From an optimization exercise on the open Yosys and OpenROAD flow, aimed at small area, a short achievable clock period and few clock cycles per item; shortcuts taken in it are not production practice.
Where RTL was checked, it was by simulation tests only, not by an equivalence proof against the original.
Only the layout flow was run in runs 4 and 5; the RTL was not checked for function there.
Power and IR drop assume default switching activity.

==> flow/design.v <==
module top(clk, rst, start, i, socin1, socin2, socin3, socin4,
           socout1, socout2, socout3, socout4, outReady);
  input clk, rst, start, i;
  input socin1, socin2, socin3, socin4;
  output socout1, socout2, socout3, socout4;
  output reg outReady;
  reg [5:0] cnt;            
  reg [9:0] rt;             
  reg       colf;           
  reg [12:0] c;             
  reg [9:0]  tpos_lo;       
  reg [1:0]  tpos_hi;
  reg [1:0]  tcar;
  reg [12:0] tneg;          
  reg sh_c, sh_s, tpos_acc, tpos_fin, jcalc, first, r_it, r_init;
  reg m_s, m_n, m_p, horner, out_fix, out_sh;
  wire [12:0] c_n  = sh_c ? {i, c[12:1]} : c;
  wire        ng   = c[12];
  wire        ng_n = c_n[12];
  wire [9:0] sv1, sv2, sv3, sv4;      
  wire q1, q2, q3, q4;                
  wire o1, o2, o3, o4;                
  wire [9:0] all_m, g1, g2, g3, g4;
  genvar m;
  generate for (m = 0; m < 10; m = m + 1) begin : th
    if (m == 0) begin : m0
      assign g1[0] = |sv1[9:1]; assign g2[0] = |sv2[9:1];
      assign g3[0] = |sv3[9:1]; assign g4[0] = |sv4[9:1];
    end else if (m == 9) begin : m9
      assign g1[9] = sv1[9] & |sv1[8:0]; assign g2[9] = sv2[9] & |sv2[8:0];
      assign g3[9] = sv3[9] & |sv3[8:0]; assign g4[9] = sv4[9] & |sv4[8:0];
    end else begin : mm
      assign g1[m] = |sv1[9:m+1] | (sv1[m] & |sv1[m-1:0]);
      assign g2[m] = |sv2[9:m+1] | (sv2[m] & |sv2[m-1:0]);
      assign g3[m] = |sv3[9:m+1] | (sv3[m] & |sv3[m-1:0]);
      assign g4[m] = |sv4[9:m+1] | (sv4[m] & |sv4[m-1:0]);
    end
    assign all_m[m] = (g1[m] | !g1[0]) & (g2[m] | !g2[0]) & (g3[m] | !g3[0]) & (g4[m] | !g4[0]);
  end endgenerate
  wire [9:0] r0 = all_m & ~{1'b0, all_m[9:1]};    
  reg  [9:0] r0q;           
  always @(posedge clk) r0q <= jcalc ? r0 : 10'd0;
  wire in_rec = (cnt >= 6'd13) & (cnt <= 6'd15);
  wire init   = (cnt == 6'd15) & (!ng | ((rt == 10'd0) & !colf));
  wire itf    = in_rec & (rt != 10'd0) & !init;
  wire [5:0] cnt_n = (cnt == 6'd0) ? {5'd0, start} :
                     (cnt == 6'd15) ? (init ? 6'd24 : 6'd15) :
                     (cnt == 6'd48) ? 6'd0 : cnt + 6'd1;
  wire [9:0] rt_n = jcalc ? {1'b1, ~all_m[9:1]} : itf ? {rt[8:0], 1'b0} : rt;
  wire colf_n = itf;
  wire in_rec_n = (cnt_n >= 6'd13) & (cnt_n <= 6'd15);
  wire rcnz_n   = jcalc | (itf ? |rt[8:0] : |rt);
  wire init_n   = (cnt_n == 6'd15) & (!ng_n | (!rcnz_n & !colf_n));
  wire itf_n    = in_rec_n & rcnz_n & !init_n;
  always @(posedge clk) begin
    rt       <= rt_n;
    colf     <= colf_n;
  end
  always @(posedge clk) begin
    if (rst) begin
      cnt <= 6'd0;
      {sh_c, sh_s, tpos_acc, tpos_fin, jcalc, first, r_it, r_init} <= 8'd0;
      {m_s, m_n, m_p, horner, out_fix, out_sh, outReady} <= 7'd0;
    end else begin
    cnt      <= cnt_n;
    sh_c     <= (cnt_n >= 6'd2)  & (cnt_n <= 6'd14);
    sh_s     <= (cnt_n >= 6'd2)  & (cnt_n <= 6'd11);
    tpos_acc <= (cnt_n >= 6'd3)  & (cnt_n <= 6'd12);
    tpos_fin <= (cnt_n == 6'd12);
    jcalc    <= (cnt_n == 6'd12);
    r_it     <= itf_n | ((cnt_n >= 6'd24) & (cnt_n <= 6'd34));
    r_init   <= init_n;
    first    <= jcalc;
    m_s      <= itf_n;
    m_n      <= ng_n & (cnt_n >= 6'd15) & !itf_n;
    m_p      <= !ng_n & (cnt_n >= 6'd15);
    horner   <= (cnt_n >= 6'd24) & (cnt_n <= 6'd35);
    out_fix  <= (cnt_n == 6'd36);
    out_sh   <= (cnt_n >= 6'd37) & (cnt_n <= 6'd47);
    outReady <= (cnt_n >= 6'd36) & (cnt_n <= 6'd47);
    end
  end
  always @(posedge clk) c <= c_n;
  wire [2:0] ssum = sv1[9] + sv2[9] + sv3[9] + sv4[9] + tcar;
  always @(posedge clk) begin
    if (sh_c & !tpos_acc) tcar <= 2'd0;
    else if (tpos_acc) begin
      tcar <= ssum[2:1];
      tpos_lo <= {ssum[0], tpos_lo[9:1]};
      if (tpos_fin) tpos_hi <= ssum[2:1];
    end
  end
  wire [2:0] pc  = q1 + q2 + q3 + q4;
  wire [2:0] pco = o1 + o2 + o3 + o4;
  reg [12:0] tinit;         
  integer b;
  always @(*) begin
    tinit = 13'd0;
    for (b = 0; b < 10; b = b + 1)
      tinit = tinit | (({10'd0, pco} << b) & {13{r0q[b]}});
  end
  wire [12:0] tsum;
  PADD #(12) tadd(.a(tneg[11:0]), .b({10'd0, pc[2:1]}), .ci(1'b0), .s(tsum[12:1]), .co());
  assign tsum[0] = pc[0];
  always @(posedge clk) begin
    if (first) tneg <= tinit;
    else if (colf) tneg <= tsum;
  end
  wire [12:0] T = ({13{m_n}} & tneg) | ({13{m_p}} & {1'b0, tpos_hi, tpos_lo});
  UNIT u1(clk, socin1, sh_s, jcalc, r0q, r_it, r_init, colf, m_s, horner, out_fix, out_sh, ng, c, T, sv1, q1, o1, socout1);
  UNIT u2(clk, socin2, sh_s, jcalc, r0q, r_it, r_init, colf, m_s, horner, out_fix, out_sh, ng, c, T, sv2, q2, o2, socout2);
  UNIT u3(clk, socin3, sh_s, jcalc, r0q, r_it, r_init, colf, m_s, horner, out_fix, out_sh, ng, c, T, sv3, q3, o3, socout3);
  UNIT u4(clk, socin4, sh_s, jcalc, r0q, r_it, r_init, colf, m_s, horner, out_fix, out_sh, ng, c, T, sv4, q4, o4, socout4);
endmodule
module UNIT(clk, sin, sh_s, jcalc, r0, r_it, r_init, qcol, m_s, horner, out_fix, out_sh, ng, c, T,
            s, qr, one, out);
  input clk, sin, sh_s, jcalc, r_it, r_init, qcol, m_s, horner, out_fix, out_sh, ng;
  input [9:0] r0;
  input [12:0] c;
  input [12:0] T;
  output [9:0] s;
  output qr, out;
  output reg one;           
  reg [24:0] S;             
  reg [13:0] R;             
  assign s = S[24:15];
  reg    valq;              
  always @(posedge clk) if (jcalc) begin one <= (s == 10'd1); valq <= |s[9:1]; end
  assign out = S[11];
  wire q  = !R[13];                   
  assign qr = q & valq;
  wire [12:0] M   = ({13{m_s}} & {3'b000, s}) | T;
  wire [10:0] w   = ng ? {one, S[9:0]} : {1'b0, s};
  wire [13:0] X   = r_init ? {3'b000, w} : {R[12:0] | {3'b000, r0}, 1'b0};
  wire        sub = r_init | q;
  wire [13:0] Rn;
  PADD #(14) radd(.a(X), .b({1'b0, M} ^ {14{sub}}), .ci(sub), .s(Rn), .co());
  always @(posedge clk) R <= jcalc ? 14'd0 : Rn;
  reg  [1:0]  d;
  reg         sp;
  wire [14:0] lo;
  PADD #(14) ladd(.a({1'b0, S[12:0]}), .b({2'b00, c[12:1] & {12{q}}}), .ci(1'b0), .s(lo[14:1]), .co());
  assign lo[0] = c[0] & q;
  wire [11:0] e   = sp ? ((d == 2'd0) ? 12'hfff : {10'd0, d - 2'd1}) : {10'd0, d};
  wire [11:0] hx;
  PADD #(12) hadd(.a(S[24:13]), .b(e), .ci(1'b0), .s(hx), .co());
  always @(posedge clk) begin
    if (r_init) begin d <= 2'd0; sp <= 1'b0; end
    else if (horner) begin d <= lo[14:13]; sp <= q & c[12]; end
  end
  always @(posedge clk) begin
    if (horner) S <= {hx[10:0], 1'b0, lo[12:0]};
    else if (sh_s) S[24:15] <= {sin, S[24:16]};
    else if (r_init) S <= 25'd0;
    else if (jcalc) S[9:0] <= 10'd0;
    else if (qcol) S[9:0] <= {S[8:0], qr};
    else if (out_fix) S <= {hx[11], hx, S[12:1]};
    else if (out_sh) S <= {S[24], S[24:1]};
  end
endmodule
module PADD #(parameter N = 8, parameter L = 4) (a, b, ci, s, co);    
  input  [N-1:0] a, b;
  input  ci;
  output [N-1:0] s;
  output co;
  wire [N:0] g [0:L];
  wire [N:0] p [0:L];
  assign g[0][0] = ci;
  assign p[0][0] = 1'b0;
  assign g[0][N:1] = a & b;
  assign p[0][N:1] = a ^ b;
  genvar l, i;
  generate for (l = 0; l < L; l = l + 1) begin : lv
    for (i = 0; i <= N; i = i + 1) begin : cl
      if (((i >> l) & 1) == 1) begin : mrg
        localparam J = ((i >> l) << l) - 1;
        if (J < (1 << l)) begin : gray
          PG_G u(.gh(g[l][i]), .ph(p[l][i]), .gl(g[l][J]), .g(g[l+1][i]));
          assign p[l+1][i] = 1'b0;
        end else begin : black
          PG_B u(.gh(g[l][i]), .ph(p[l][i]), .gl(g[l][J]), .pl(p[l][J]), .g(g[l+1][i]), .p(p[l+1][i]));
        end
      end else begin : pass
        assign g[l+1][i] = g[l][i];
        assign p[l+1][i] = p[l][i];
      end
    end
  end endgenerate
  assign s  = p[0][N:1] ^ g[L][N-1:0];
  assign co = g[L][N];
endmodule
module PG_G(gh, ph, gl, g);
  input gh, ph, gl;
  output g;
  assign g = gh | (ph & gl);
endmodule
module PG_B(gh, ph, gl, pl, g, p);
  input gh, ph, gl, pl;
  output g, p;
  assign g = gh | (ph & gl);
  assign p = ph & pl;
endmodule
==> flow/run.sh <==
#!/bin/bash
# synth_recipe.tcl (not shown) runs the flow's synth.tcl, then flattens the netlist and writes it again
# the make line also repeats each setting of config.mk as NAME=value (left out here)
make -C /OpenROAD-flow-scripts/flow DESIGN_CONFIG=/design/flow/config.mk WORK_HOME=/design/flow/orfs CLKGATE_MAP_FILE= SYNTH_SCRIPT=/design/flow/synth_recipe.tcl finish
==> flow/config.mk <==
export PLATFORM = sky130hd
export DESIGN_NAME = top
export DESIGN_NICKNAME = top
export VERILOG_FILES = /design/flow/design.v
export SDC_FILE = /design/flow/constraint.sdc
export NUM_CORES = 4
export LEC_CHECK = 0
export CAP_MARGIN = 20
export CORE_MARGIN = 2
export CORE_UTILIZATION = 40
export PLACE_DENSITY = 0.6
export SETUP_SLACK_MARGIN = 2.2
export SLEW_MARGIN = 20
==> flow/constraint.sdc <==
create_clock -name core_clock -period 5.0 [get_ports {clk}]
set_input_delay 1.0000 -clock core_clock [delete_from_list [all_inputs] [get_ports {clk}]]
set_output_delay 1.0000 -clock core_clock [all_outputs]
set_load 0.01 [all_outputs]
==> impl_metrics.csv, run 1 <==
group,metric,value,unit
run_status,outcome,"timing/DRC/antenna clean",
critical_path,cp-startpoint,"u4.valq$_DFFE_PP_",
timing,period_needed,2980,ps
grt,antenna_found_initial,0,
grt,grt_overflow,0,
critical_path,reg2reg_slack,2020,ps
floorplan,die-area,49500,sq um
finish,fill_cells,4374,
critical_path,endpoint,"tneg[11]$_DFFE_PP_",
place,dp.cells,2644,
finish,layout-drive-gt1-share,0.212,
logic_synthesis,ys_types,76,
grt,grt_use_total,0.252,
detailed_routing,drt_iter0_markers,1509,
place,place_congestion,0.936,
detailed_routing,wire_per_inst,22.5,um
floorplan,pin_count,13,
floorplan,die_w,222,um
clock_tree,clk_path_buf_depth,3,
critical_path,critPathArrivalTime,3300,ps
timing,hold_viol,0,
floorplan,core_area,47400,sq um
min_path,hp-class,"reg2reg",
grt,grt_pass1_vias,16400,
logic_synthesis,ys_seq_area_frac,0.347,
power_and_ir_drop,total_power,10.5,mW
clock_tree,clk_latency,600,ps
place,place_area,19900,sq um
grt,grt_pass1_wl,96500,um
timing,slew_headroom,0.349,
critical_path,path_cells,"nor2b_4 -> fa_1 -> ha_2 -> ha_4 -> ha_4 -> a21oi_2 -> nor2b_2 -> and3_4 -> and3_4 -> and3_4 -> nand2_2 -> xor2_1 -> o21ai_1",
floorplan,initial_core_util,0.402,
logic_synthesis,synthCells,2113,
critical_path,critPathLaunchType,"register",
clock_tree,cts.clk_slew.worst_paths,70,ps
logic_synthesis,synth_enable_flop_cells,150,
finish,post-route-cell-area,23600,sq um
floorplan,dieHeight,222,um
critical_path,critPathMaxFanout,3,
logic_synthesis,synth-simple-area-share,0.180,
critical_path,crit_required,5320,ps
flow_run,maxCapViolations,0,
detailed_routing,drc_errors,0,
place,io_buffers,12,
logic_synthesis,synthAdderAreaFrac,0.146,
timing,skew,33.9,ps
logic_synthesis,synth_top_family_by_area,"simple AND/OR/NAND/NOR gates",
detailed_routing,wl,64100,um
logic_synthesis,netlist_top_cells_area,"edfxtp_1, dfxtp_1, ha_1",
timing,tns,0,ps
clock_tree,cts_tree,"done",
detailed_routing,postRouteAntennaNets,0,
clock_tree,hold_buffers,0,
min_path,hold_depth,2,
logic_synthesis,yosys.area.top_type,"edfxtp_1",
detailed_routing,first_pass_iters,8,
logic_synthesis,syn_avg_cell_area,9.03,sq um
timing,setup_viol,0,
logic_synthesis,synth_area,19100,sq um
finish,final_core_util,0.498,
timing,max_freq,336,MHz
timing,tightest_slew,976,ps
power_and_ir_drop,power.density,443,nW/um^2
critical_path,crit_slowest_cell,"fa_1",
logic_synthesis,ys_async_sr_fraction,0,
timing,period_share,0.596,
floorplan,rows,80,
logic_synthesis,yosysWarningCount,4,
critical_path,reg2reg_depth,13,
logic_synthesis,synthMuxAreaShare,0.0496,
logic_synthesis,synth_xor_area_frac,0.0693,
power_and_ir_drop,p_leak,9.11,nW
grt,grt_max_degree,68,
logic_synthesis,synth_flop_cell,"edfxtp_1",
timing,slew_viol_final,0,
critical_path,cpPeakStageDelay,450,ps
finish,layoutNonFillerInstCount,2846,
clock_tree,cts.sinks,256,
detailed_routing,viasPerCell,5.94,
critical_path,critical_path.most_common_cell,"and3_4",
place,dpl.hpwl,43000,um
finish,diodes,0,
timing,rsz0062_at_grt,"true",
finish,area_growth,23.8,%
finish,fin_nets,2412,
clock_tree,cts_buffers,31,
critical_path,r2r-start,"u4.valq$_DFFE_PP_",
finish,seq_area,6680,sq um
clock_tree,cts-htree-levels,1,
clock_tree,cts_root_buf,"clkbuf_16",
finish,multi_input_area,13100,sq um
power_and_ir_drop,peakVddDrop,0.307,mV
logic_synthesis,synth_seq_cells,256,
logic_synthesis,synth.top_cell.area_share,0.236,
critical_path,worstSetupEndpointType,"register",
critical_path,criticalPathCategory,"reg2reg",
critical_path,reg2reg_to,"tneg[11]$_DFFE_PP_",
logic_synthesis,synth_compound_area_frac,0.167,
detailed_routing,vias,16900,
-- stage by stage --
stage                     hold WS (ps)  worst slack [ps]
after floorplan                    427              2070
after global placement             460              1270
after detailed placement           458              1240
after CTS                          478              2030
after global routing               493              1880
final                              469              2020
-- logic make-up (layout without fill, tap and decap cells) --
family / Yosys count / after routing
compound gates: 498 / 498
xor+xnor: 151 / 151
fa+ha+maj: 197 / 197
buf+inv: 206 / 324
flops: 256 / 256
mux: 94 / 94
simple gates: 711 / 711
-- placed cells by master, fill, tap and decap left out, drive strengths merged, types with 45 or more instances in the layout --
cell / netlist / routed
xnor2: 104 / 104
o21ai: 100 / 100
mux2i: 90 / 90
xor2: 47 / 47
edfxtp: 150 / 150
nand3: 45 / 45
inv: 91 / 94
buf: 26 / 160
a21oi: 168 / 168
nor2b: 77 / 77
ha: 155 / 155
nor2: 216 / 216
nor3: 82 / 82
dfxtp: 106 / 106
nand2: 153 / 153
-- timing repair --
item,4_1_cts,5_1_grt
gates cloned,4,0
pin swaps,72,115
endpoints found under the setup margin,130,86
resized for setup,162,144
buffers inserted,78,62
-- layer usage --
| layer | routed length, um | GRT usage |
|---|---|---|
| met5 | 0 | 0 |
| met4 | 3990 | 0.143 |
| met3 | 4470 | 0.0317 |
| met2 | 28500 | 0.394 |
| met1 | 27200 | 0.337 |
-- Yosys cell counts, types with 5 or more instances --
library cell,count
o31ai_1,16
nand2_1,153
nor3b_1,6
o21ai_0,99
edfxtp_1,150
inv_1,90
o21a_1,21
a221oi_1,14
a21oi_1,167
o22ai_1,27
and2_1,14
a21boi_0,6
or4_1,5
a31oi_1,15
o21bai_1,5
and3_1,21
a22o_1,10
a21o_1,16
xnor2_1,104
o211ai_1,16
nor4_1,11
ha_1,155
dfxtp_1,106
or2_2,13
nand3_1,45
o31a_1,8
nor3_1,81
nand3b_1,11
nand2b_1,22
xor2_1,47
nor2b_1,77
clkbuf_1,89
a211oi_1,11
nor4b_1,6
or3_1,18
a22oi_1,14
a222oi_1,16
mux2i_1,90
nor2_1,216
fa_1,42
buf_1,21
-- layout make-up --
| type | count | area share |
|---|---|---|
| multi-input cells | 1651 | 0.556 |
| repair buffers | 176 | 0.0702 |
| flip-flops and latches | 256 | 0.283 |
| clock buffers | 36 | 0.0350 |
| well taps | 615 | 0.0326 |
| clock inverters | 21 | 0.00837 |
| inverters | 91 | 0.0149 |
-- critical path: cells and delay by family (launching register included) --
| family | cells | cell delay, ps |
|---|---|---|
| adders and majority gates | 4 | 1070 |
| and+or+nand+nor | 6 | 930 |
| DFF | 1 | 420 |
| xor gates and xnor gates | 1 | 160 |
| AOI/OAI and AO/OA | 2 | 120 |
-- registers in the layout, summed over array words and instances (netlist names), 2 cells and up --
| name | count |
|---|---|
| u1.R | 14 |
| rt | 10 |
| u2.S | 25 |
| tcar | 2 |
| c | 13 |
| tneg | 13 |
| u1.d | 2 |
| u2.d | 2 |
| u3.R | 14 |
| u1.S | 25 |
| u4.R | 14 |
| cnt | 6 |
| u4.S | 25 |
| u3.d | 2 |
| u2.R | 14 |
| u4.d | 2 |
| tpos_hi | 2 |
| r0q | 10 |
| u3.S | 25 |
| tpos_lo | 10 |
-- worst min path at each step --
stage,start,endpoint,slack (ps)
floorplan,tpos_lo[1]$_DFFE_PP_,tpos_lo[0]$_DFFE_PP_,430
global placement,tpos_lo[9]$_DFFE_PP_,tpos_lo[8]$_DFFE_PP_,460
detailed placement,tpos_lo[9]$_DFFE_PP_,tpos_lo[8]$_DFFE_PP_,460
CTS,tpos_lo[9]$_DFFE_PP_,tpos_lo[8]$_DFFE_PP_,480
global route,tpos_lo[9]$_DFFE_PP_,tpos_lo[8]$_DFFE_PP_,490
finish,u2.d[1]$_SDFFE_PP0P_,u2.d[1]$_SDFFE_PP0P_,470
-- report_power, final --
group	internal (mW)	leakage (nW)	switching, mW
clock	1.34	0.501	0.987
combinational	2.62	6.37	2.77
sequential	2.56	2.23	0.191
Testbench counts, summed over its fixed seeds: cycles 21,091, items 512.
==> run 2: changes to the inputs <==
--- a/flow/config.mk
+++ b/flow/config.mk
@@ -11,3 +11,3 @@
 export PLACE_DENSITY = 0.6
-export SETUP_SLACK_MARGIN = 2.2
+export SETUP_SLACK_MARGIN = 1.8
 export SLEW_MARGIN = 20
==> impl_metrics.csv, run 2 <==
group,metric,value,unit
power_and_ir_drop,peakVddDrop,0.302,mV
floorplan,die-area,49500,sq um
grt,antenna_found_initial,0,
finish,area_growth,13.5,%
logic_synthesis,yosys.area.top_type,"edfxtp_1",
logic_synthesis,synthTopCellsByCount,"nor2_1, a21oi_1, ha_1",
clock_tree,cts_tree,"done",
clock_tree,clk_path_buf_depth,3,
clock_tree,clk_latency,600,ps
timing,skew,29.8,ps
timing,slew_viol_final,0,
critical_path,cpLargestDelayFamily,"compound AO/OA/AOI/OAI gates",
clock_tree,cts-htree-levels,1,
grt,grt_overflow,0,
detailed_routing,drt_iter0_markers,1571,
timing,slew_headroom,0.272,
logic_synthesis,ys_async_sr_fraction,0,
timing,period_share,0.625,
logic_synthesis,synth.most_common_cell,"nor2_1",
place,place_congestion,0.963,
logic_synthesis,syn_avg_cell_area,9.03,sq um
grt,grt_use_total,0.242,
timing,max_freq,320,MHz
critical_path,criticalPathCategory,"reg2reg",
critical_path,critPathArrivalTime,3600,ps
timing,hold_viol,0,
logic_synthesis,yosysWarningCount,4,
logic_synthesis,netlist_top_cells_area,"edfxtp_1, dfxtp_1, ha_1",
finish,post-route-cell-area,21600,sq um
finish,diodes,0,
clock_tree,hold_buffers,0,
clock_tree,cts.sinks,256,
logic_synthesis,synthCells,2113,
timing,setup_viol,0,
logic_synthesis,synth_flop_cell,"edfxtp_1",
critical_path,crit_slowest_cell,"edfxtp_1",
run_status,outcome,"timing/DRC/antenna clean",
critical_path,crit_buf_inv,1,
floorplan,rows,80,
critical_path,critPathLaunchType,"register",
detailed_routing,wire_per_inst,22.0,um
floorplan,core_area,47400,sq um
finish,fin_nets,2322,
finish,final_core_util,0.456,
finish,fill_cells,4607,
critical_path,crit_required,5470,ps
clock_tree,cts.clk_slew.worst_paths,60,ps
floorplan,pin_count,13,
critical_path,path_cells,"a22oi_2 -> buf_4 -> nand2_1 -> xnor2_2 -> ha_1 -> o21a_1 -> o31ai_2 -> a211oi_1 -> nor2_1 -> a21oi_2 -> a41o_1 -> or3_1 -> and3_1",
timing,tightest_slew,1090,ps
finish,layoutNonFillerInstCount,2757,
finish,multi_input_area,12000,sq um
detailed_routing,postRouteAntennaNets,0,
detailed_routing,viasPerCell,5.93,
place,dpl.hpwl,42700,um
logic_synthesis,synth_enable_flop_cells,150,
detailed_routing,wl,60800,um
critical_path,worstSetupEndpointType,"register",
detailed_routing,vias,16400,
floorplan,die_w,222,um
detailed_routing,drc_errors,0,
timing,period_needed,3130,ps
finish,seq_area,6660,sq um
logic_synthesis,synth.top_cell.area_share,0.236,
place,place_area,19700,sq um
detailed_routing,first_pass_iters,8,
grt,grt_pass1_wl,93300,um
finish,layout-drive-gt1-share,0.109,
clock_tree,cts_root_buf,"clkbuf_16",
floorplan,dieHeight,222,um
logic_synthesis,synth_seq_cells,256,
power_and_ir_drop,power.density,443,nW/um^2
flow_run,maxCapViolations,0,
timing,tns,0,ps
critical_path,cpPeakStageDelay,470,ps
grt,grt_max_degree,56,
timing,rsz0062_at_grt,"true",
logic_synthesis,ys_types,76,
clock_tree,cts_buffers,31,
logic_synthesis,ys_seq_area_frac,0.347,
power_and_ir_drop,total_power,9.60,mW
place,io_buffers,12,
power_and_ir_drop,p_leak,8.39,nW
floorplan,initial_core_util,0.402,
min_path,hp-class,"reg2reg",
place,dp.cells,2648,
logic_synthesis,synth_area,19100,sq um
critical_path,critPathMaxFanout,5,
grt,grt_pass1_vias,16100,
finish,final_common_cell,"nor2_1",
finish,final_cell_mix,"nor2_1, a21oi_1, ha_1, edfxtp_1, nand2_1",
==> run 2: layer usage <==
layer | up-vias | wire (um) | GRT usage | part of all wire
li1 | 7660 | - | - | -
met1 | 7945 | 26100 | 0.324 | 0.43
met2 | 606 | 27700 | 0.393 | 0.46
met3 | 147 | 4140 | 0.0274 | 0.068
met4 | 0 | 2910 | 0.114 | 0.048
met5 | - | 0 | 0 | 0
==> run 2: kinds of logic after synthesis <==
kind of cell	count (synthesis)	synth area share
xor+xnor	151	0.0693
simple gates	711	0.180
mux	94	0.0496
buf+inv	206	0.0412
compound gates	498	0.167
fa+ha+maj	197	0.146
flops	256	0.347
==> run 2: worst paths after layout <==
check                            start                   end  slack [ps]  cells after the start
hold / removal    tpos_lo[8]$_DFFE_PP_  tpos_lo[7]$_DFFE_PP_         470                      0
setup / recovery     tneg[1]$_DFFE_PP_   u3.R[12]$_SDFF_PP0_        1870                     13
setup reg to reg     tneg[1]$_DFFE_PP_   u3.R[12]$_SDFF_PP0_        1870                     13
hold reg to reg   tpos_lo[8]$_DFFE_PP_  tpos_lo[7]$_DFFE_PP_         470                      0
==> run 2: cell type report <==
cell class              instances  share of cell area
clock buffers                  46              0.0461
multi-input cells            1651               0.555
flip-flops and latches        256               0.308
repair buffers                 86              0.0343
inverters                      91              0.0163
well taps                     615              0.0355
clock inverters                12             0.00474
==> run 2: stage by stage <==
stage | hold slack [ps] | worst slack, ps
after floorplan | 427 | 1820
after global placement | 445 | 1310
after detailed placement | 454 | 1240
after CTS | 474 | 1810
after global routing | 475 | 1740
final | 469 | 1870
==> run 2: worst register-to-register path, delay by kind of cell, from the launching register on <==
family                   cells  cell delay, ps
adder cells (fa/ha/maj)      1             250
flip-flops                   1             470
buffers and inverters        1             190
XOR/XNOR                     1             150
AO/OA/AOI/OAI                6            1210
AND/OR/NAND/NOR              4             770
==> run 2: where the power goes <==
group / switching [mW] / leakage [nW] / internal, mW
sequential: 0.161 / 2.23 / 2.55
combinational: 2.42 / 5.64 / 2.05
clock: 0.977 / 0.524 / 1.43
==> run 2: repair_timing <==
| action | CTS | global route |
|---|---|---|
| gates resized for setup | 40 | 64 |
| pin swaps | 4 | 16 |
| buffers inserted | 24 | 27 |
| endpoints found under the setup margin | 62 | 56 |
==> run 3: changes to the inputs <==
--- a/flow/config.mk
+++ b/flow/config.mk
@@ -11,3 +11,3 @@
 export PLACE_DENSITY = 0.6
-export SETUP_SLACK_MARGIN = 1.8
+export SETUP_SLACK_MARGIN = 2.0
 export SLEW_MARGIN = 20
==> impl_metrics.csv, run 3 <==
group,metric,value,unit
grt,grt_use_total,0.246,
place,dpl.hpwl,43400,um
logic_synthesis,synth.most_common_cell,"nor2_1",
grt,gr-usage-met3,0.0409,
timing,max_freq,324,MHz
timing,tns,0,ps
grt,use_met1,0.327,
critical_path,crit_slowest_cell,"fa_1",
finish,final_cell_mix,"nor2_1, edfxtp_1, nand2_1",
logic_synthesis,synth_flop_cell,"edfxtp_1",
critical_path,critPathLaunchType,"register",
min_path,hp-class,"reg2reg",
place,dp_worst_setup_slack,1420,ps
power_and_ir_drop,peakVddDrop,0.301,mV
flow_run,maxCapViolations,0,
timing,skew,23.5,ps
detailed_routing,wire_per_inst,22.4,um
run_status,outcome,"timing/DRC/antenna clean",
floorplan,dieHeight,222,um
logic_synthesis,syn_avg_cell_area,9.03,sq um
critical_path,critPathMaxFanout,3,
finish,final_common_cell,"nor2_1",
critical_path,crit_buf_inv,0,
timing,slew_headroom,0.375,
grt,antenna_found_initial,1,
finish,fill_cells,4470,
power_and_ir_drop,power_frac_comb,0.497,
floorplan,rows,80,
grt,grtUsageMet2,0.389,
grt,grt_pass1_wl,94200,um
logic_synthesis,yosys.area.top_type,"edfxtp_1",
logic_synthesis,synth.top_cell.area_share,0.236,
floorplan,die-area,49500,sq um
power_and_ir_drop,power.share.sequential,0.273,
critical_path,cpLargestDelayFamily,"adder cells",
critical_path,worstSetupEndpointType,"register",
place,place_area,19800,sq um
grt,grt_max_degree,47,
clock_tree,hold_buffers,0,
place,place_congestion,0.917,
grt,grt_overflow,0,
timing,period_needed,3090,ps
detailed_routing,vias,16600,
timing,setup_viol,0,
floorplan,core_area,47400,sq um
power_and_ir_drop,p_clk_frac,0.229,
power_and_ir_drop,p_sw,3.79,mW
power_and_ir_drop,power_switching_share,0.378,
critical_path,crit_required,5320,ps
timing,rsz0062_at_grt,"true",
power_and_ir_drop,intPower,6.25,mW
critical_path,critical_path.most_common_cell,"and3_4",
finish,layout-drive-gt1-share,0.162,
logic_synthesis,ys_seq_area_frac,0.347,
clock_tree,cts_buffers,31,
finish,final_core_util,0.475,
finish,post-route-cell-area,22500,sq um
logic_synthesis,synthTopCellsByCount,"nor2_1, a21oi_1, ha_1",
detailed_routing,first_pass_iters,7,
logic_synthesis,synth_seq_cells,256,
clock_tree,clk_latency,600,ps
timing,hold_viol,0,
detailed_routing,drc_errors,0,
clock_tree,cts.sinks,256,
logic_synthesis,yosysWarningCount,4,
finish,area_growth,18.1,%
logic_synthesis,synth_area,19100,sq um
finish,seq_area,6670,sq um
finish,multi_input_area,12500,sq um
logic_synthesis,netlist_top_cells_area,"edfxtp_1, dfxtp_1, ha_1",
logic_synthesis,synthCells,2113,
detailed_routing,wl,63000,um
logic_synthesis,ys_types,76,
logic_synthesis,ys_async_sr_fraction,0,
detailed_routing,viasPerCell,5.91,
floorplan,die_w,222,um
detailed_routing,postRouteAntennaNets,0,
logic_synthesis,synth_enable_flop_cells,150,
clock_tree,cts_root_buf,"clkbuf_16",
critical_path,path_cells,"nor2b_4 -> fa_1 -> ha_2 -> ha_4 -> ha_4 -> a21oi_2 -> nor2b_2 -> and3_4 -> and3_4 -> and3_4 -> nand3_2 -> xor2_1 -> nor2_1",
place,io_buffers,12,
clock_tree,cts-htree-levels,1,
power_and_ir_drop,p_leak,8.72,nW
power_and_ir_drop,power.density,446,nW/um^2
floorplan,initial_core_util,0.402,
floorplan,pin_count,13,
clock_tree,cts_tree,"done",
clock_tree,clk_path_buf_depth,3,
timing,tightest_slew,937,ps
timing,period_share,0.617,
critical_path,critPathArrivalTime,3400,ps
grt,grt_pass1_vias,16300,
clock_tree,cts.clk_slew.worst_paths,60,ps
timing,slew_viol_final,0,
detailed_routing,drt_iter0_markers,1495,
critical_path,cpPeakStageDelay,490,ps
timing,finalHoldWorstSlack,477,ps
grt,grt-busiest-layer,"met2",
critical_path,criticalPathCategory,"reg2reg",
finish,fin_nets,2373,
timing,fin_ws,1910,ps
## run 3: cell types whose count changed in the layout (fill, tap and decap cells not counted), sizes merged
| cell | before | now |
|---|---|---|
| inv | 89 | 91 |
| clkinv | 4 | 10 |
| buf | 74 | 123 |
| diode | 0 | 1 |
| clkinvlp | 9 | 2 |
| o21ai | 100 | 101 |
## run 3: kinds of logic after synthesis
family	count (synthesis)	share of synthesized area
and+or+nand+nor	711	0.180
AOI/OAI and AO/OA	498	0.167
DFF	256	0.347
buffers and inverters	206	0.0412
adders and majority gates	197	0.146
xor gates and xnor gates	151	0.0693
muxes	94	0.0496
## run 3: path summary, 6_finish.rpt
path                            end  cells past startpoint            startpoint  slack [ps]
min reg2reg    tpos_lo[7]$_DFFE_PP_                      0  tpos_lo[8]$_DFFE_PP_         480
max          tneg[12]$_SDFFCE_PP0P_                     13     u2.valq$_DFFE_PP_        1910
min            tpos_lo[7]$_DFFE_PP_                      0  tpos_lo[8]$_DFFE_PP_         480
max reg2reg  tneg[12]$_SDFFCE_PP0P_                     13     u2.valq$_DFFE_PP_        1910
## run 3: cell type report
class	instances	share of cell area
Clock inverter	13	0.00439
Antenna cell	1	0.000111
Multi-Input combinational cell	1652	0.557
Clock buffer	45	0.0413
Inverter	91	0.0155
Timing Repair Buffer	136	0.0520
Tap cell	615	0.0342
Sequential cell	256	0.296
## run 3: metal layers
metal / up-vias / routed length, um
li1: 7737 / -
met1: 8047 / 26600
met2: 664 / 28300
met3: 143 / 4940
met4: 0 / 3150
met5: - / 0
## run 3: what timing repair did
action,in CTS,in global routing
buffers inserted,49,48
endpoints found under the setup margin,103,81
pin swaps,24,54
resized for setup,86,114
gates cloned,0,2
## run 3: power groups by stage
stage	combinational [mW]	clock [mW]	sequential [mW]
floorplan	3.46	0	2.68
global placement	4.00	0	2.82
detailed placement	4.11	0	2.82
CTS	4.42	2.34	2.74
global route	5.53	2.43	2.76
finish	4.99	2.30	2.74
## run 3: through the flow
step,power (mW),instances
2_1_floorplan,6.14,2113
3_3_place_gp,6.82,2651
3_5_place_dp,6.94,2651
4_1_cts,9.50,2758
5_1_grt,10.7,2808
6_report,10.0,2809
==> run 4: changes to the inputs <==
--- a/flow/design.v
+++ b/flow/design.v
@@ -9,2 +9,3 @@
   reg       colf;           
+  reg       colf2;          
   reg [12:0] c;             
@@ -43,3 +44,3 @@
   wire in_rec = (cnt >= 6'd13) & (cnt <= 6'd15);
-  wire init   = (cnt == 6'd15) & (!ng | ((rt == 10'd0) & !colf));
+  wire init   = (cnt == 6'd15) & (!ng | ((rt == 10'd0) & !colf & !colf2));
   wire itf    = in_rec & (rt != 10'd0) & !init;
@@ -52,3 +53,3 @@
   wire rcnz_n   = jcalc | (itf ? |rt[8:0] : |rt);
-  wire init_n   = (cnt_n == 6'd15) & (!ng_n | (!rcnz_n & !colf_n));
+  wire init_n   = (cnt_n == 6'd15) & (!ng_n | (!rcnz_n & !colf_n & !colf));
   wire itf_n    = in_rec_n & rcnz_n & !init_n;
@@ -57,2 +58,3 @@
     colf     <= colf_n;
+    colf2    <= colf;
   end
@@ -92,3 +94,5 @@
   end
-  wire [2:0] pc  = q1 + q2 + q3 + q4;
+  wire [2:0] pcn = q1 + q2 + q3 + q4;
+  reg  [2:0] pc;            
+  always @(posedge clk) pc <= pcn;
   wire [2:0] pco = o1 + o2 + o3 + o4;
@@ -106,3 +110,3 @@
     if (first) tneg <= tinit;
-    else if (colf) tneg <= tsum;
+    else if (colf2) tneg <= tsum;
   end
@@ -160,3 +164,3 @@
 endmodule
-module PADD #(parameter N = 8, parameter L = 4) (a, b, ci, s, co);    
+module PADD #(parameter N = 8) (a, b, ci, s, co);
   input  [N-1:0] a, b;
@@ -165,2 +169,3 @@
   output co;
+  localparam L = $clog2(N + 1);
   wire [N:0] g [0:L];
--- a/flow/config.mk
+++ b/flow/config.mk
@@ -11,3 +11,5 @@
 export PLACE_DENSITY = 0.6
-export SETUP_SLACK_MARGIN = 2.0
+export SETUP_SLACK_MARGIN = 2.6
 export SLEW_MARGIN = 20
+export SYNTH_HIERARCHICAL = 1
+export SYNTH_MINIMUM_KEEP_SIZE = 0
==> impl_metrics.csv, run 4 <==
group,metric,value,unit
run_status,outcome,"timing/DRC/antenna clean",
grt,grt_use_total,0.243,
detailed_routing,drt_iter0_markers,1372,
timing,period_needed,2640,ps
timing,tns,0,ps
place,io_buffers,12,
floorplan,die_w,238,um
clock_tree,cts_tree,"done",
critical_path,critical_path.most_common_cell,"a21o_1",
min_path,worstHoldEndpoint,"tpos_lo[3]$_DFFE_PP_",
place,dpl.hpwl,44000,um
critical_path,r2r-start,"u1.S[17]$_DFFE_PP_",
critical_path,critPathLaunchType,"register",
floorplan,rows,85,
floorplan,initial_core_util,0.405,
critical_path,cpPeakStageDelay,550,ps
power_and_ir_drop,total_power,13.3,mW
logic_synthesis,yosysWarningCount,10,
finish,final_cell_mix,"a21o_1, buf_4, xor2_1",
detailed_routing,vias,18900,
clock_tree,cts_root_buf,"clkbuf_16",
min_path,hp-start,"tpos_lo[4]$_DFFE_PP_",
finish,final_common_cell,"a21o_1",
place,place_congestion,0.912,
floorplan,dieHeight,238,um
critical_path,reg2reg_depth,10,
clock_tree,cts.sinks,260,
clock_tree,cts-htree-levels,1,
critical_path,reg2reg_to,"u1.R[9]$_SDFF_PP0_",
clock_tree,clk_path_buf_depth,3,
grt,grt_pass1_wl,108000,um
timing,slew_headroom,0.240,
grt,antenna_found_initial,1,
critical_path,crit_buf_inv,1,
detailed_routing,viasPerCell,5.75,
critical_path,crit_slowest_cell,"edfxtp_1",
min_path,hp-class,"reg2reg",
finish,fin_nets,2755,
logic_synthesis,synth_area,21800,sq um
power_and_ir_drop,power.density,468,nW/um^2
flow_run,maxCapViolations,0,
timing,hold_viol,0,
floorplan,core_area,53900,sq um
grt,grt_pass1_vias,18600,
critical_path,criticalPathCategory,"reg2reg",
floorplan,pin_count,13,
critical_path,critPathArrivalTime,3110,ps
timing,slew_viol_final,0,
timing,skew,11.1,ps
power_and_ir_drop,peakVddDrop,0.343,mV
critical_path,worstSetupEndpointType,"register",
min_path,hold_depth,0,
floorplan,die-area,56400,sq um
critical_path,cpLargestDelayFamily,"compound AO/OA/AOI/OAI gates",
timing,period_share,0.528,
timing,setup_viol,0,
detailed_routing,postRouteAntennaNets,0,
finish,layout-drive-gt1-share,0.293,
power_and_ir_drop,p_leak,13.5,nW
clock_tree,cts_buffers,31,
detailed_routing,first_pass_iters,5,
detailed_routing,wl,71700,um
timing,tightest_slew,1140,ps
critical_path,crit_required,5470,ps
logic_synthesis,synthCells,2297,
critical_path,path_cells,"buf_4 -> a21oi_1 -> xnor2_2 -> ha_4 -> a21o_1 -> a21o_1 -> a21o_4 -> a21o_1 -> xor2_1 -> nor2b_1",
critical_path,reg2reg_slack,2360,ps
grt,grt_max_degree,46,
timing,rsz0062_at_grt,"true",
clock_tree,clk_latency,590,ps
detailed_routing,wire_per_inst,21.9,um
clock_tree,cts.clk_slew.worst_paths,60,ps
detailed_routing,drc_errors,0,
timing,max_freq,379,MHz
critical_path,critPathMaxFanout,7,
finish,area_growth,30.1,%
logic_synthesis,syn_avg_cell_area,9.50,sq um
grt,grt_overflow,0,
timing,fin_ws,2360,ps
place,dp_worst_setup_slack,1510,ps
==> run 4: cell types whose count changed in the layout (fill, tap and decap cells not counted), sizes merged, moves of 77 or more <==
cell,previous run,this run
xor2,47,185
nand2,153,76
buf,123,318
a21o,16,301
and2,14,154
nor2,216,98
==> run 4: through the flow <==
| step | util | area, sq um | hold slack [ps] | instances |
|---|---|---|---|---|
| 3_3_place_gp | 0.415 | 22400 | 442 | 2913 |
| 3_5_place_dp | 0.415 | 22400 | 437 | 2913 |
| 5_1_grt | 0.527 | 28400 | 494 | 3280 |
| 2_1_floorplan | - | 22300 | 428 | 2332 |
| 4_1_cts | 0.494 | 26700 | 470 | 3192 |
| 6_report | 0.527 | 28400 | 473 | 3281 |
==> run 4: area by class of cell <==
cell class | instances | area, sq um
diodes | 1 | 2.50
clock buffers | 39 | 857
clock inverters | 19 | 229
fillers | 4623 | 25500
inverters | 34 | 128
multi-input cells | 1897 | 16300
flip-flops and latches | 260 | 6780
well taps | 696 | 871
repair buffers | 335 | 3250
==> run 4: per-layer routing <==
| layer | vias up | GRT usage | wire length [um] |
|---|---|---|---|
| met5 | - | 0 | 0 |
| met4 | 0 | 0.125 | 3790 |
| met3 | 191 | 0.0383 | 4410 |
| met2 | 624 | 0.397 | 33000 |
| met1 | 9240 | 0.312 | 30500 |
| li1 | 8818 | - | - |
==> run 4: report_power, final <==
part,switching [mW],internal (mW),leakage [nW]
clock network,0.980,1.47,0.534
logic,3.57,4.35,10.6
registers,0.269,2.67,2.30
==> run 4: worst max path at each step <==
stage | start | endpoint | slack, ps | depth (start not counted)
4_1_cts | u4.d[1]$_SDFFE_PP0P_ | u4.S[20]$_DFFE_PP_ | 2370 | 11
5_1_grt | u4.d[0]$_SDFFE_PP0P_ | u4.S[20]$_DFFE_PP_ | 2290 | 11
6_report | u1.S[17]$_DFFE_PP_ | u1.R[9]$_SDFF_PP0_ | 2360 | 10
2_1_floorplan | u1.d[0]$_SDFFE_PP0P_ | u1.S[20]$_DFFE_PP_ | 2460 | 11
3_5_place_dp | r_init$_SDFF_PP0_ | u3.R[12]$_SDFF_PP0_ | 1510 | 10
3_3_place_gp | r_init$_SDFF_PP0_ | u3.R[13]$_SDFF_PP0_ | 1580 | 10
==> run 4: worst register-to-register path: stages (launching register included) <==
cell and delay [ps]:
edfxtp_1 550, buf_4 240, a21oi_1 250, xnor2_2 180, ha_4 250, a21o_1 170
a21o_1 200, a21o_4 250, a21o_1 170, xor2_1 140, nor2b_1 130
==> run 4: what timing repair did <==
action                     4_1_cts  5_1_grt
hold buffers                     0        0
setup endpoints to repair      175      151
cloned                           9        0
resized for setup              222      197
pin swaps                      126      150
setup buffers                  212       88
==> run 5: changes to the inputs <==
--- a/flow/config.mk
+++ b/flow/config.mk
@@ -11,5 +11,3 @@
 export PLACE_DENSITY = 0.6
-export SETUP_SLACK_MARGIN = 2.6
+export SETUP_SLACK_MARGIN = 2.2
 export SLEW_MARGIN = 20
-export SYNTH_HIERARCHICAL = 1
-export SYNTH_MINIMUM_KEEP_SIZE = 0
==> impl_metrics.csv, run 5 <==
group,metric,value,unit
grt,grt_pass1_vias,16400,
finish,final_common_cell,"nor2_1",
clock_tree,hold_buffers,0,
floorplan,die_w,223,um
power_and_ir_drop,power.density,463,nW/um^2
logic_synthesis,synth_seq_cells,260,
place,dpl.hpwl,41900,um
timing,period_needed,3160,ps
finish,area_growth,23.6,%
critical_path,worstSetupEndpointType,"register",
finish,diodes,0,
run_status,outcome,"timing/DRC/antenna clean",
detailed_routing,drc_errors,0,
critical_path,reg2reg_to,"u1.S[24]$_DFFE_PP_",
place,place_congestion,0.910,
logic_synthesis,synth.most_common_cell,"nor2_1",
logic_synthesis,ys_seq_area_frac,0.351,
power_and_ir_drop,peakVddDrop,0.211,mV
finish,layout-drive-gt1-share,0.216,
floorplan,dieHeight,223,um
timing,period_share,0.632,
logic_synthesis,synthCells,2079,
logic_synthesis,yosysWarningCount,4,
floorplan,pin_count,13,
timing,slew_viol_final,0,
logic_synthesis,synth.top_cell.area_share,0.236,
finish,final_core_util,0.498,
floorplan,rows,80,
detailed_routing,viasPerCell,5.93,
critical_path,critPathArrivalTime,3420,ps
timing,max_freq,317,MHz
min_path,hold_depth,0,
detailed_routing,drt_iter0_markers,1448,
clock_tree,cts.sinks,260,
finish,fin_nets,2392,
grt,antenna_found_initial,0,
detailed_routing,vias,16800,
clock_tree,cts.clk_slew.worst_paths,60,ps
finish,fill_cells,4381,
timing,slew_headroom,0.325,
clock_tree,cts_tree,"done",
place,io_buffers,12,
grt,grt_pass1_wl,93600,um
critical_path,crit_required,5270,ps
min_path,worstHoldEndpoint,"colf2$_DFF_P_",
logic_synthesis,synth_enable_flop_cells,150,
logic_synthesis,syn_avg_cell_area,9.19,sq um
logic_synthesis,yosys.area.top_type,"edfxtp_1",
detailed_routing,postRouteAntennaNets,0,
floorplan,initial_core_util,0.403,
grt,grt_use_total,0.244,
place,dp.cells,2624,
clock_tree,cts-htree-levels,2,
finish,final_cell_mix,"nor2_1, edfxtp_1, nand2_1",
critical_path,criticalPathCategory,"reg2reg",
clock_tree,clk_latency,540,ps
logic_synthesis,ys_types,75,
grt,grt_max_degree,67,
detailed_routing,wire_per_inst,22.3,um
critical_path,critPathMaxFanout,2,
logic_synthesis,synth_flop_cell,"edfxtp_1",
timing,tightest_slew,1010,ps
timing,skew,23.8,ps
critical_path,critPathLaunchType,"register",
detailed_routing,wl,63000,um
detailed_routing,first_pass_iters,7,
clock_tree,cts_buffers,34,
timing,rsz0062_at_grt,"true",
logic_synthesis,netlist_top_cells_area,"edfxtp_1, dfxtp_1, ha_1",
timing,hold_viol,0,
clock_tree,clk_path_buf_depth,3,
timing,finalHoldWorstSlack,425,ps
critical_path,reg2reg_slack,1840,ps
grt,grt_overflow,0,
timing,tns,0,ps
min_path,hp-class,"reg2reg",
flow_run,maxCapViolations,0,
logic_synthesis,synth_area,19100,sq um
floorplan,core_area,47400,sq um
power_and_ir_drop,p_leak,9.31,nW
critical_path,r2r-start,"u1.d[0]$_SDFFE_PP0P_",
floorplan,die-area,49500,sq um
logic_synthesis,synthTopCellsByCount,"nor2_1, ha_1, nand2_1",
finish,layoutNonFillerInstCount,2828,
clock_tree,cts_root_buf,"clkbuf_16",
critical_path,reg2reg_depth,12,
min_path,hp-start,"colf$_DFF_P_",
timing,setup_viol,0,
logic_synthesis,ys_async_sr_fraction,0,
-- run 5: how the worst max path moves through the flow --
stage | cells after the start | to | slack [ps] | from
after detailed placement | 12 | u4.R[7]$_SDFF_PP0_ | 1400 | u4.R[13]$_SDFF_PP0_
after CTS | 12 | u1.S[24]$_DFFE_PP_ | 1800 | u1.d[0]$_SDFFE_PP0P_
after global placement | 12 | u4.R[7]$_SDFF_PP0_ | 1470 | u4.R[13]$_SDFF_PP0_
final | 12 | u1.S[24]$_DFFE_PP_ | 1840 | u1.d[0]$_SDFFE_PP0P_
after floorplan | 12 | u1.S[24]$_DFFE_PP_ | 1890 | u1.d[1]$_SDFFE_PP0P_
after global routing | 12 | u1.S[24]$_DFFE_PP_ | 1760 | u1.sp$_SDFFE_PP0P_
-- run 5: layer usage --
metal | share of wire | GRT usage | wire length (um)
met1 | 0.42 | 0.319 | 26200
met2 | 0.46 | 0.390 | 28800
met3 | 0.068 | 0.0325 | 4280
met4 | 0.059 | 0.136 | 3700
met5 | 0 | 0 | 0
-- run 5: critical path, cell delays in order (launching register included) --
cell and delay (ps):
dfxtp_2 330, inv_2 50, ha_4 230, a21oi_4 150, ha_4 220, a21o_1 170
a21o_1 200, a2111oi_4 320, nor3_2 100, a211o_1 310, o31a_1 350, xnor2_2 160
a221o_1 320
-- run 5: repair_timing --
item,in CTS,in global routing
pin swaps,101,91
hold endpoints to repair,0,0
buffers inserted,84,58
setup endpoints to repair,136,84
gates resized for setup,139,148
-- run 5: power breakdown --
part           leakage [nW]  total, mW  switching (mW)  internal, mW
Combinational          6.46       5.67            2.88          2.79
Clock                 0.557       2.50           0.996          1.50
Sequential             2.29       2.77           0.170          2.60
-- run 5: area by class of cell --
class	instances	area (sq um)	area share
Multi-Input combinational cell	1630	13000	0.552
Sequential cell	260	6750	0.286
Timing Repair Buffer	180	1600	0.0679
Clock buffer	50	1040	0.0442
Tap cell	615	769	0.0326
Inverter	81	318	0.0135
Clock inverter	12	95.1	0.00403
-- run 5: cells by family (layout without fill, tap and decap cells) --
kind of cell / count (synthesis) / count (layout) / synth area share
simple gates: 690 / 690 / 0.173
compound gates: 475 / 475 / 0.162
fa+ha+maj: 197 / 197 / 0.146
mux: 116 / 116 / 0.0613
xor+xnor: 152 / 152 / 0.0697
buf+inv: 189 / 323 / 0.0376
flops: 260 / 260 / 0.351
-- run 5: metrics by stage --
stage	total power, mW	instance area [sq um]	setup WS (ps)
2_1_floorplan	6.28	19500	1890
3_3_place_gp	6.96	20000	1470
3_5_place_dp	7.07	20000	1400
4_1_cts	10.2	22400	1800
5_1_grt	11.6	23600	1760
6_report	10.9	23600	1840
==> run 6: changes to the inputs <==
--- a/flow/design.v
+++ b/flow/design.v
@@ -9,3 +9,2 @@
   reg       colf;           
-  reg       colf2;          
   reg [12:0] c;             
@@ -15,3 +14,3 @@
   reg [12:0] tneg;          
-  reg sh_c, sh_s, tpos_acc, tpos_fin, jcalc, first, r_it, r_init;
+  reg sh_c, sh_s, tpos_acc, tpos_fin, jcalc, first, r_init;
   reg m_s, m_n, m_p, horner, out_fix, out_sh;
@@ -40,7 +39,5 @@
   end endgenerate
-  wire [9:0] r0 = all_m & ~{1'b0, all_m[9:1]};    
-  reg  [9:0] r0q;           
-  always @(posedge clk) r0q <= jcalc ? r0 : 10'd0;
+  wire [9:0] r0q = {10{first}} & rt & ~{rt[8:0], 1'b0};
   wire in_rec = (cnt >= 6'd13) & (cnt <= 6'd15);
-  wire init   = (cnt == 6'd15) & (!ng | ((rt == 10'd0) & !colf & !colf2));
+  wire init   = (cnt == 6'd15) & (!ng | ((rt == 10'd0) & !colf));
   wire itf    = in_rec & (rt != 10'd0) & !init;
@@ -53,3 +50,3 @@
   wire rcnz_n   = jcalc | (itf ? |rt[8:0] : |rt);
-  wire init_n   = (cnt_n == 6'd15) & (!ng_n | (!rcnz_n & !colf_n & !colf));
+  wire init_n   = (cnt_n == 6'd15) & (!ng_n | (!rcnz_n & !colf_n));
   wire itf_n    = in_rec_n & rcnz_n & !init_n;
@@ -58,3 +55,2 @@
     colf     <= colf_n;
-    colf2    <= colf;
   end
@@ -63,3 +59,3 @@
       cnt <= 6'd0;
-      {sh_c, sh_s, tpos_acc, tpos_fin, jcalc, first, r_it, r_init} <= 8'd0;
+      {sh_c, sh_s, tpos_acc, tpos_fin, jcalc, first, r_init} <= 7'd0;
       {m_s, m_n, m_p, horner, out_fix, out_sh, outReady} <= 7'd0;
@@ -72,3 +68,2 @@
     jcalc    <= (cnt_n == 6'd12);
-    r_it     <= itf_n | ((cnt_n >= 6'd24) & (cnt_n <= 6'd34));
     r_init   <= init_n;
@@ -94,5 +89,3 @@
   end
-  wire [2:0] pcn = q1 + q2 + q3 + q4;
-  reg  [2:0] pc;            
-  always @(posedge clk) pc <= pcn;
+  wire [2:0] pc  = q1 + q2 + q3 + q4;
   wire [2:0] pco = o1 + o2 + o3 + o4;
@@ -110,13 +103,13 @@
     if (first) tneg <= tinit;
-    else if (colf2) tneg <= tsum;
+    else if (colf) tneg <= tsum;
   end
   wire [12:0] T = ({13{m_n}} & tneg) | ({13{m_p}} & {1'b0, tpos_hi, tpos_lo});
-  UNIT u1(clk, socin1, sh_s, jcalc, r0q, r_it, r_init, colf, m_s, horner, out_fix, out_sh, ng, c, T, sv1, q1, o1, socout1);
-  UNIT u2(clk, socin2, sh_s, jcalc, r0q, r_it, r_init, colf, m_s, horner, out_fix, out_sh, ng, c, T, sv2, q2, o2, socout2);
-  UNIT u3(clk, socin3, sh_s, jcalc, r0q, r_it, r_init, colf, m_s, horner, out_fix, out_sh, ng, c, T, sv3, q3, o3, socout3);
-  UNIT u4(clk, socin4, sh_s, jcalc, r0q, r_it, r_init, colf, m_s, horner, out_fix, out_sh, ng, c, T, sv4, q4, o4, socout4);
-endmodule
-module UNIT(clk, sin, sh_s, jcalc, r0, r_it, r_init, qcol, m_s, horner, out_fix, out_sh, ng, c, T,
+  UNIT u1(clk, socin1, sh_s, jcalc, first, r0q, r_init, colf, m_s, horner, out_fix, out_sh, ng, c, T, sv1, q1, o1, socout1);
+  UNIT u2(clk, socin2, sh_s, jcalc, first, r0q, r_init, colf, m_s, horner, out_fix, out_sh, ng, c, T, sv2, q2, o2, socout2);
+  UNIT u3(clk, socin3, sh_s, jcalc, first, r0q, r_init, colf, m_s, horner, out_fix, out_sh, ng, c, T, sv3, q3, o3, socout3);
+  UNIT u4(clk, socin4, sh_s, jcalc, first, r0q, r_init, colf, m_s, horner, out_fix, out_sh, ng, c, T, sv4, q4, o4, socout4);
+endmodule
+module UNIT(clk, sin, sh_s, jcalc, first, r0, r_init, qcol, m_s, horner, out_fix, out_sh, ng, c, T,
             s, qr, one, out);
-  input clk, sin, sh_s, jcalc, r_it, r_init, qcol, m_s, horner, out_fix, out_sh, ng;
+  input clk, sin, sh_s, jcalc, first, r_init, qcol, m_s, horner, out_fix, out_sh, ng;
   input [9:0] r0;
@@ -155,12 +148,18 @@
   always @(posedge clk) begin
-    if (horner) S <= {hx[10:0], 1'b0, lo[12:0]};
+    if (horner) S[24:15] <= hx[10:1];
     else if (sh_s) S[24:15] <= {sin, S[24:16]};
-    else if (r_init) S <= 25'd0;
-    else if (jcalc) S[9:0] <= 10'd0;
-    else if (qcol) S[9:0] <= {S[8:0], qr};
-    else if (out_fix) S <= {hx[11], hx, S[12:1]};
-    else if (out_sh) S <= {S[24], S[24:1]};
-  end
-endmodule
-module PADD #(parameter N = 8) (a, b, ci, s, co);
+    else if (r_init) S[24:15] <= 10'd0;
+    else if (out_fix) S[24:15] <= {hx[11], hx[11:3]};
+    else if (out_sh) S[24:15] <= {S[24], S[24:16]};
+  end
+  always @(posedge clk) begin
+    if (horner) S[14:0] <= {hx[0], 1'b0, lo[12:0]};
+    else if (r_init) S[14:0] <= 15'd0;
+    else if (first) S[14:0] <= {S[15:11], 10'd0};
+    else if (qcol) S[14:0] <= {S[15:11], S[8:0], qr};
+    else if (out_fix) S[14:0] <= {hx[2:0], S[12:1]};
+    else S[14:0] <= S[15:1];
+  end
+endmodule
+module PADD #(parameter N = 8, parameter L = 4) (a, b, ci, s, co);    
   input  [N-1:0] a, b;
@@ -169,3 +168,2 @@
   output co;
-  localparam L = $clog2(N + 1);
   wire [N:0] g [0:L];
--- a/flow/config.mk
+++ b/flow/config.mk
@@ -11,3 +11,3 @@
 export PLACE_DENSITY = 0.6
-export SETUP_SLACK_MARGIN = 2.2
+export SETUP_SLACK_MARGIN = 2.0
 export SLEW_MARGIN = 20
==> impl_metrics.csv, run 6 <==
group,metric,value,unit
critical_path,reg2reg_depth,12,
min_path,hp-class,"reg2reg",
min_path,hp-start,"tpos_lo[9]$_DFFE_PP_",
timing,hold_viol,0,
logic_synthesis,yosysWarningCount,4,
place,io_buffers,12,
detailed_routing,viasPerCell,5.85,
place,place_congestion,0.915,
clock_tree,cts_buffers,31,
finish,final_common_cell,"nor2_1",
clock_tree,cts.sinks,246,
detailed_routing,vias,16700,
timing,setup_viol,0,
finish,fin_nets,2438,
clock_tree,clk_path_buf_depth,3,
run_status,outcome,"timing/DRC/antenna clean",
finish,final_cell_mix,"nor2_1, nand2_1, buf_4",
floorplan,die_w,218,um
logic_synthesis,synth_enable_flop_cells,94,
critical_path,reg2reg_to,"u2.S[23]$_DFFE_PP_",
timing,period_share,0.617,
critical_path,crit_required,5330,ps
logic_synthesis,ys_async_sr_fraction,0,
timing,slew_viol_final,0,
logic_synthesis,synthTopCellsByCount,"nor2_1, nand2_1, a21oi_1",
detailed_routing,wl_met2,28500,um
critical_path,critPathArrivalTime,3410,ps
logic_synthesis,synth.top_cell.area_share,0.165,
detailed_routing,postRouteAntennaNets,0,
detailed_routing,drc_errors,0,
finish,layout-drive-gt1-share,0.218,
detailed_routing,wl,61400,um
timing,slew_headroom,0.300,
floorplan,initial_core_util,0.405,
floorplan,rows,78,
critical_path,critPathLaunchType,"register",
place,dpl.hpwl,41600,um
finish,multi_input_area,12900,sq um
power_and_ir_drop,p_leak,9.16,nW
flow_run,maxCapViolations,0,
floorplan,core_area,45400,sq um
power_and_ir_drop,total_power,11.1,mW
detailed_routing,wl_met1,25900,um
floorplan,dieHeight,218,um
clock_tree,cts_root_buf,"clkbuf_16",
logic_synthesis,synthCells,2109,
logic_synthesis,synth.most_common_cell,"nor2_1",
logic_synthesis,netlist_top_cells_area,"dfxtp_1, edfxtp_1, ha_1",
critical_path,path_cells,"inv_2 -> ha_4 -> a21oi_4 -> ha_4 -> a21o_1 -> a21o_1 -> a2111o_1 -> and3_4 -> or2_4 -> o211ai_1 -> mux2i_1 -> a221o_1",
clock_tree,cts.clk_slew.worst_paths,60,ps
critical_path,reg2reg_slack,1920,ps
logic_synthesis,syn_avg_cell_area,8.72,sq um
timing,finalHoldWorstSlack,488,ps
floorplan,pin_count,13,
clock_tree,hold_buffers,0,
critical_path,crit_slowest_cell,"a2111o_1",
critical_path,critPathMaxFanout,2,
critical_path,crit_buf_inv,1,
detailed_routing,wire_per_inst,21.5,um
clock_tree,cts_tree,"done",
critical_path,cpPeakStageDelay,400,ps
min_path,worstHoldEndpoint,"tpos_lo[8]$_DFFE_PP_",
critical_path,cpLargestDelayFamily,"compound AO/OA/AOI/OAI gates",
critical_path,worstSetupEndpointType,"register",
logic_synthesis,synth_flop_cell,"dfxtp_1",
clock_tree,cts-htree-levels,1,
grt,grt_use_total,0.249,
grt,grt_pass1_vias,16200,
finish,fill_cells,4213,
finish,diodes,0,
logic_synthesis,synth_seq_cells,246,
grt,grt_overflow,0,
timing,tns,0,ps
min_path,hold_depth,0,
critical_path,r2r-start,"u2.d[1]$_SDFFE_PP0P_",
timing,rsz0062_at_grt,"true",
finish,area_growth,23.9,%
logic_synthesis,synth_area,18400,sq um
detailed_routing,wl_met3,4370,um
grt,grt_pass1_wl,92100,um
timing,tightest_slew,1050,ps
logic_synthesis,ys_seq_area_frac,0.319,
timing,period_needed,3080,ps
detailed_routing,routed.top_layer,"met4",
clock_tree,clk_latency,580,ps
logic_synthesis,yosys.area.top_type,"dfxtp_1",
grt,grt_max_degree,78,
grt,antenna_found_initial,1,
power_and_ir_drop,power.density,487,nW/um^2
finish,seq_area,5910,sq um
detailed_routing,first_pass_iters,5,
critical_path,criticalPathCategory,"reg2reg",
timing,skew,12.5,ps
logic_synthesis,ys_types,77,
timing,max_freq,324,MHz
detailed_routing,drt_iter0_markers,1285,
power_and_ir_drop,peakVddDrop,0.290,mV
floorplan,die-area,47700,sq um
-- run 6: cell types whose count changed after synthesis, sizes merged, moves of 14 or more --
cell,before,now
edfxtp,150,94
nor2,201,255
nor3,87,35
dfxtp,110,152
xor2,85,60
mux2i,109,86
nand3,51,29
o21a,9,25
a211oi,5,20
a221oi,2,17
xnor2,67,81
-- run 6: cell type report --
type	count	area share
tap	600	0.0329
clock inverter	11	0.00461
timing repair buffer	198	0.0781
inverter	91	0.0157
sequential	246	0.259
clock buffer	46	0.0423
multi-input combinational	1665	0.567
-- run 6: cell families after synthesis --
| kind of cell | synth area share |
|---|---|
| xor gates and xnor gates | 0.0671 |
| muxes | 0.0492 |
| DFF | 0.319 |
| and+or+nand+nor | 0.184 |
| buffers and inverters | 0.0409 |
| AOI/OAI and AO/OA | 0.188 |
| adders and majority gates | 0.151 |
-- run 6: per-layer routing --
layer / global-route usage / vias up
met2: 0.411 / 584
li1: - / 7802
met1: 0.325 / 8188
met4: 0.104 / 0
met5: 0 / -
met3: 0.0347 / 148
-- run 6: stage by stage --
step	setup WS, ps	utilization	area (sq um)	instances
2_1_floorplan	2000	-	18500	2109
4_1_cts	1870	0.471	21400	2772
6_report	1920	0.502	22800	2857
3_3_place_gp	1360	0.421	19100	2638
5_1_grt	1770	0.502	22800	2857
3_5_place_dp	1340	0.421	19100	2638
-- run 6: where the power goes --
part	internal, mW	total [mW]	switching, mW
Clock	1.42	2.36	0.935
Combinational	2.90	6.11	3.21
Sequential	2.44	2.64	0.196
Total	6.77	11.1	4.34
-- run 6: worst max-delay path by stage --
| stage | from | to | slack (ps) | cells past startpoint |
|---|---|---|---|---|
| final | u2.d[1]$_SDFFE_PP0P_ | u2.S[23]$_DFFE_PP_ | 1920 | 12 |
| after CTS | u1.d[1]$_SDFFE_PP0P_ | u1.S[24]$_DFFE_PP_ | 1870 | 12 |
| after global placement | r_init$_SDFF_PP0_ | u1.R[13]$_SDFF_PP0_ | 1360 | 11 |
| after floorplan | u2.d[1]$_SDFFE_PP0P_ | u2.S[23]$_DFFE_PP_ | 2000 | 12 |
| after global routing | u2.d[1]$_SDFFE_PP0P_ | u2.S[23]$_DFFE_PP_ | 1770 | 12 |
| after detailed placement | r_init$_SDFF_PP0_ | u1.R[13]$_SDFF_PP0_ | 1340 | 11 |
-- run 6: repair_timing --
| item | CTS | global route |
|---|---|---|
| pin swaps | 72 | 133 |
| gates resized for setup | 132 | 174 |
| cloned | 1 | 0 |
| setup buffers | 76 | 85 |
| endpoints found under the setup margin | 123 | 81 |
| endpoints found under the hold margin | 0 | 0 |
Testbench counts of run 6, summed over its fixed seeds: cycles 21,091, items 512.
==> run 7: changes to the inputs <==
--- a/flow/config.mk
+++ b/flow/config.mk
@@ -11,3 +11,3 @@
 export PLACE_DENSITY = 0.6
-export SETUP_SLACK_MARGIN = 2.0
+export SETUP_SLACK_MARGIN = 1.4
 export SLEW_MARGIN = 20
==> impl_metrics.csv, run 7 <==
group,metric,value,unit
run_status,outcome,"timing/DRC/antenna clean",
detailed_routing,drc_errors,0,
finish,final_common_cell,"nor2_1",
critical_path,critPathLaunchType,"register",
timing,period_share,0.694,
timing,fin_ws,1530,ps
timing,tns,0,ps
clock_tree,cts_buffers,30,
timing,slew_viol_final,0,
clock_tree,cts.sinks,246,
power_and_ir_drop,intPower,5.91,mW
clock_tree,cts_tree,"done",
place,io_buffers,12,
finish,fin_nets,2284,
place,dp_worst_setup_slack,1030,ps
logic_synthesis,ys_types,77,
place,place_congestion,0.937,
timing,skew,10.5,ps
logic_synthesis,synthCells,2109,
power_and_ir_drop,power_frac_comb,0.494,
grt,grt_pass1_vias,15400,
detailed_routing,first_pass_iters,5,
logic_synthesis,yosysWarningCount,4,
power_and_ir_drop,p_leak,8.11,nW
logic_synthesis,synth.most_common_cell,"nor2_1",
critical_path,reg2reg_slack,1530,ps
logic_synthesis,synth_area,18400,sq um
power_and_ir_drop,power_switching_share,0.392,
logic_synthesis,yosys.area.top_type,"dfxtp_1",
detailed_routing,vias,15700,
logic_synthesis,synth_flop_cell,"dfxtp_1",
critical_path,critPathArrivalTime,3780,ps
place,dp.cells,2636,
logic_synthesis,ys_async_sr_fraction,0,
logic_synthesis,synth_enable_flop_cells,94,
detailed_routing,wl,56800,um
timing,slew_headroom,0.280,
finish,final_core_util,0.446,
detailed_routing,wire_per_inst,21.0,um
critical_path,worstSetupEndpointType,"register",
grt,grt_overflow,0,
floorplan,die-area,47700,sq um
floorplan,die_w,218,um
grt,grt_max_degree,80,
critical_path,r2r-start,"u4.R[13]$_SDFF_PP0_",
timing,finalHoldWorstSlack,471,ps
grt,antenna_found_initial,0,
logic_synthesis,synthTopCellsByCount,"nor2_1, nand2_1, a21oi_1",
clock_tree,cts_root_buf,"clkbuf_16",
finish,layoutNonFillerInstCount,2704,
clock_tree,clk_path_buf_depth,3,
logic_synthesis,synth_seq_cells,246,
floorplan,rows,78,
grt,grt_use_total,0.237,
clock_tree,cts-htree-levels,1,
power_and_ir_drop,power.density,480,nW/um^2
logic_synthesis,syn_avg_cell_area,8.72,sq um
clock_tree,cts.clk_slew.worst_paths,60,ps
critical_path,reg2reg_depth,14,
finish,final_cell_mix,"nor2_1, nand2_1, a21oi_1",
critical_path,endpoint,"tneg[11]$_DFFE_PP_",
clock_tree,clk_latency,580,ps
logic_synthesis,synth.top_cell.area_share,0.165,
timing,rsz0062_at_grt,"false",
logic_synthesis,netlist_top_cells_area,"dfxtp_1, edfxtp_1, ha_1",
detailed_routing,viasPerCell,5.81,
critical_path,cp-startpoint,"u4.R[13]$_SDFF_PP0_",
grt,grt_pass1_wl,87400,um
floorplan,dieHeight,218,um
logic_synthesis,ys_seq_area_frac,0.319,
## run 7: cell type report
cell class / instances / area (sq um)
multi-input cells: 1665 / 11900
flip-flops and latches: 246 / 5890
inverters: 91 / 357
repair buffers: 45 / 399
clock inverters: 16 / 128
diodes: 1 / 2.50
clock buffers: 40 / 871
fillers: 4426 / 25100
well taps: 600 / 751
## run 7: cell families after synthesis
family | synth area share
compound gates | 0.188
xor+xnor | 0.0671
fa+ha+maj | 0.151
buf+inv | 0.0409
flops | 0.319
mux | 0.0492
simple gates | 0.184
## run 7: per-layer routing
| metal | part of all wire | wire length (um) | up-vias | global-route usage |
|---|---|---|---|---|
| met5 | 0 | 0 | - | 0 |
| met4 | 0.048 | 2700 | 0 | 0.111 |
| met3 | 0.071 | 4020 | 123 | 0.0388 |
| met2 | 0.45 | 25400 | 498 | 0.378 |
| met1 | 0.43 | 24600 | 7579 | 0.312 |
| li1 | - | - | 7512 | - |
## run 7: what timing repair did
item | CTS | global route
hold buffers | 0 | 0
gates resized for setup | 10 | 19
pin swaps | 0 | 0
setup endpoints to repair | 17 | 42
endpoints found under the hold margin | 0 | 0
buffers inserted | 2 | 9
## run 7: metrics by stage
| stage | power, mW | area (sq um) |
|---|---|---|
| after detailed placement | 7.41 | 19000 |
| after CTS | 9.69 | 20100 |
| after global placement | 7.26 | 19000 |
| after global routing | 10.5 | 20200 |
| final | 9.73 | 20300 |
| after floorplan | 6.45 | 18400 |
## run 7: power by group through the flow
stage	Clock (mW)	Sequential, mW	Combinational [mW]
6_report	2.24	2.68	4.80
5_1_grt	2.36	2.71	5.44
4_1_cts	2.28	2.69	4.72
3_5_place_dp	0	2.73	4.68
3_3_place_gp	0	2.72	4.54
2_1_floorplan	0	2.57	3.87
## run 7: worst min path at each step
stage	from	end	slack [ps]	cells after the start
3_5_place_dp	tpos_lo[6]$_DFFE_PP_	tpos_lo[5]$_DFFE_PP_	440	0
3_3_place_gp	tpos_lo[3]$_DFFE_PP_	tpos_lo[2]$_DFFE_PP_	450	0
6_report	tpos_lo[6]$_DFFE_PP_	tpos_lo[5]$_DFFE_PP_	470	0
4_1_cts	tpos_lo[8]$_DFFE_PP_	tpos_lo[7]$_DFFE_PP_	470	0
5_1_grt	tpos_lo[5]$_DFFE_PP_	tpos_lo[4]$_DFFE_PP_	490	0
2_1_floorplan	c[12]$_DFF_P_	c[11]$_DFFE_PP_	400	0
## run 7: worst max-delay path: stages, from the launching register on
cell and delay, ps:
dfxtp_1 300, buf_4 210, nor2b_2 260, fa_1 470, ha_1 220, ha_1 210, ha_1 280, a21oi_1 170
nor2b_1 80, and3_1 220, and3_1 220, and3_1 220, nand2_1 90, xor2_1 140, o21ai_0 100
